This is an optimization exercise on Yosys and OpenROAD, whose aim is small area, not a production implementation.
RTL that was checked went through simulation tests only; none was proved equivalent to the original.
Power and IR drop assume default switching activity.

Setup of run 1:
// dot_product_TOP
module dot_product_TOP (in_vector_1, in_vector_2, clk, out_scalar);
For scale: about 2500 cells after synthesis, roughly 130 I/O pins.
clock: 10.0 ns
lec_check: 0
cap_margin: 0
core_margin: 2
core_utilization: 70
slew_margin: 0
synth_hierarchical: 1
synth_minimum_keep_size: 0
standard.sh (not shown) runs the stock make flow with config.mk's settings and CLKGATE_MAP_FILE= SYNTH_SCRIPT=/design/flow/synth_recipe.tcl, a recipe that flattens the netlist after the stock synthesis.
==> flow/flow/run.sh <==
#!/bin/bash
# The standard layout, with the port buffers of a chosen cell.
set -euo pipefail
export BUFFER_PORTS_ARGS="-buffer_cell sky130_fd_sc_hd__buf_2"
bash standard.sh > standard.log 2>&1
> inputs changed (run 1 -> run 2)
- GPL_TIMING_DRIVEN: unset -> 0
==> flow/flow/run.sh <==
#!/bin/bash
# The standard layout with: buf_1 port buffers, synthesis buffers removed at
# floorplan (placement is not timing driven), and a clock tree of clkbuf_4
# without dummy loads.
set -euo pipefail
export BUFFER_PORTS_ARGS="-buffer_cell sky130_fd_sc_hd__buf_1"
export REMOVE_ABC_BUFFERS=1
export CTS_ARGS="-sink_clustering_enable -repair_clock_nets -dont_use_dummy_load -buf_list sky130_fd_sc_hd__clkbuf_4"
bash standard.sh > standard.log 2>&1
Notes after the runs:
Run 1 has higher clock group share of total power than run 2.
Min peak clock frequency supported by timing across run 1 and run 2: run 2
Taking run 1 as the reference, in run 2 count of clock-buffer cells in the layout went down 1; number of cells on the critical path -2.
Setup changes, run 2 to run 3
==> flow/flow/run.sh <==
#!/bin/bash
# The standard layout, with buf_2 port buffers, synthesis buffers removed at
# floorplan and placement that is not timing driven.
set -euo pipefail
export BUFFER_PORTS_ARGS="-buffer_cell sky130_fd_sc_hd__buf_2"
export REMOVE_ABC_BUFFERS=1
bash standard.sh > standard.log 2>&1
Notes after the runs:
The shortest clock period the worst path allows after layout in run 3 sits 52 ps below the value recorded for run 2. Run 2 -> run 3: proportion of synthesized flip-flops having asynchronous set or reset delta 0, exact match. Between run 2 and run 3, final clock skew decreased. Cell type of the slowest stage on the worst timing path: sky130_fd_sc_hd__clkdlybuf4s15_1 -> run 2, sky130_fd_sc_hd__fa_1 -> run 3. Relative to run 2, design area has gone up in run 3.
For run 4, these inputs were changed with respect to run 3:
==> flow/flow/run.sh <==
#!/bin/bash
# The standard layout with: buf_2 port buffers, synthesis buffers removed at
# floorplan (placement is not timing driven), and a clock tree of clkbuf_4
# without dummy loads.
set -euo pipefail
export BUFFER_PORTS_ARGS="-buffer_cell sky130_fd_sc_hd__buf_2"
export REMOVE_ABC_BUFFERS=1
export CTS_ARGS="-sink_clustering_enable -repair_clock_nets -dont_use_dummy_load -buf_list sky130_fd_sc_hd__clkbuf_4"
bash standard.sh > standard.log 2>&1
### Flow results
Run 4 has completed all stages; timing, DRC and antenna checks passed.
Against run 3, run 4 comes in 0.70 points lower on utilization.
Critical path required time in run 4 vs run 3: up 60 ps
Register-to-register slack: run 4 and run 3 compared, lower one is run 3
| total routing usage reported by global routing | run 4 vs run 3 | 0.37 points lower |
No run of this note included a check of the RTL's function; only the layout flow was run.


== job 101 ==
dot_product_TOP, a different RTL version from the one above (not shown whole).
Size in the first run: ~2500 cells after synthesis, about 76 flip-flops, roughly 130 I/O pins, ~25000 um2 of cells after synthesis.
// dot_product_TOP
module dot_product_TOP (in_vector_1, in_vector_2, clk, out_scalar);
  input [56:0] in_vector_1;
  input [56:0] in_vector_2;
  input clk;
  output [18:0] out_scalar;
  wire [18:0] prod_x, prod_y, prod_z;
  wire [18:0] sum;
  reg [18:0] stage1_x, stage1_y, stage1_z;
  reg [18:0] stage2_out;
  dot_product_stage_1 STAGE1 (.stage1_in_1(in_vector_1), .stage1_in_2(in_vector_2),
                              .stage1_out_x(prod_x), .stage1_out_y(prod_y), .stage1_out_z(prod_z));
  always @(posedge clk) begin
    stage1_x <= prod_x;
    stage1_y <= prod_y;
    stage1_z <= prod_z;
  end
  dot_product_stage_2 STAGE2 (.stage2_in_1(stage1_x), .stage2_in_2(stage1_y),
                              .stage2_in_3(stage1_z), .stage2_out(sum));
  always @(posedge clk)
    stage2_out <= sum;
  assign out_scalar = stage2_out;
endmodule
Settings: LEC_CHECK=0, CAP_MARGIN=20, CORE_MARGIN=2, CORE_UTILIZATION=70, SLEW_MARGIN=20, SYNTH_HIERARCHICAL=1, SYNTH_MINIMUM_KEEP_SIZE=0; clock period 10.0 ns.
run.sh (not shown) runs the stock make flow with config.mk's settings and CLKGATE_MAP_FILE= SYNTH_SCRIPT=/design/flow/synth_recipe.tcl, a recipe that flattens the netlist after the stock synthesis.
Stock flow here: none of the scripts above is used.
Job 101 ran to completion and came out clean on the timing, design-rule and antenna checks.
Setup changes, job 101 to job 102
==> flow/flow/run.sh (new file) <==
#!/bin/bash
# The standard layout, with the port buffers of a chosen cell.
set -euo pipefail
export BUFFER_PORTS_ARGS="-buffer_cell sky130_fd_sc_hd__buf_4"
bash standard.sh > standard.log 2>&1
==> flow/standard.sh (new file) <==
#!/bin/bash
# synth_recipe.tcl (not shown) runs the flow's synth.tcl, then flattens the netlist and writes it again
# the make line also repeats each setting of config.mk as NAME=value (left out here)
make -C /OpenROAD-flow-scripts/flow DESIGN_CONFIG=/design/flow/config.mk WORK_HOME=/design/flow/orfs CLKGATE_MAP_FILE= SYNTH_SCRIPT=/design/flow/synth_recipe.tcl "${@:-finish}"
removed: flow/run.sh
Findings:
- Diff job 101 -> job 102: time the final worst path needs with I/O delays and setup now sits higher; non-clock buffer count now sits lower; overall global routing resource usage now sits lower; final cell count without fillers now sits lower.
- Relative to job 101, the final cell area reported for job 102 is lower.
- On clock share of power, the lower figure sits with job 101, not job 102.
- In job 102 the final cycle utilization of the critical path turned out 0.35 points higher than in job 101.
- Compared to job 101, job 102 has power consumption 1.1% lower.
Relative to job 102, the following input files were edited for job 103:
==> flow/flow/run.sh <==
#!/bin/bash
# The standard layout, with the port buffers of a chosen cell.
set -euo pipefail
export BUFFER_PORTS_ARGS="-buffer_cell sky130_fd_sc_hd__buf_2"
bash standard.sh > standard.log 2>&1
### Flow results
- The flow did not stop early for job 103: all stages ran, and the layout cleared the timing, design-rule and antenna checks.
- Number of global-route vias before repair for job 103 is higher than for job 102.
- Non-clock buffer count in the final layout (lower): job 102
- In the flow results for job 102 and job 103, the clock period minus final worst setup slack is smaller on job 103.
- Taking job 102 as the reference, in job 103 register-to-register path setup slack rose by 30 ps, area after synthesis stayed essentially flat, total power divided by cell area rose by 1.8 nW/um2, met3 wire length rose by 1400 um, part of the power in combinational logic stayed essentially flat.
- Job 103 ends up with higher routed wire length than job 102 does.
- Area enclosed by the die boundary came out exactly the same in job 102 and job 103.

-- afterwards: timing with drivers on the ports --
How much do the figures lean on ideal ports? The routed layouts below were timed once more, with nothing changed but the port constraints. Step 1 sets driving cells, clkbuf_16 on the clock port and buf_2 on the other inputs (assumed; they add their load-dependent delay and slew). Step 2 adds t to the input delays and takes it off the output delays; t is the mean of the earliest and latest rising clock arrival at the registers after step 1. Input paths then give back, and output paths get back, about the clock's delay inside the block. Three values: no drivers, after step 1, after step 2; two values: the first two.
run	t, ns	setup slack, ns	worst data-port slew with drivers (ns)
run 1	0.362	0.554 / 0.565 / 0.202	0.04
run 2	0.425	0.339 / 0.336 / -0.089	0.05
run 3	0.361	0.391 / 0.405 / 0.043	0.04
run 4	0.403	0.457 / 0.459 / 0.056	0.04
job 101	0.364	0.451 / 0.451 / 0.258	0.07
job 102	0.373	0.415 / 0.415 / 0.415	0.04
job 103	0.377	0.447 / 0.447 / 0.447	0.05
With both steps, setup timing fails in run 2, where it was met with ideal ports. For run 2, which loses most, drivers alone change the setup slack by -0.003 ns; drivers and shift together by -0.428 ns.
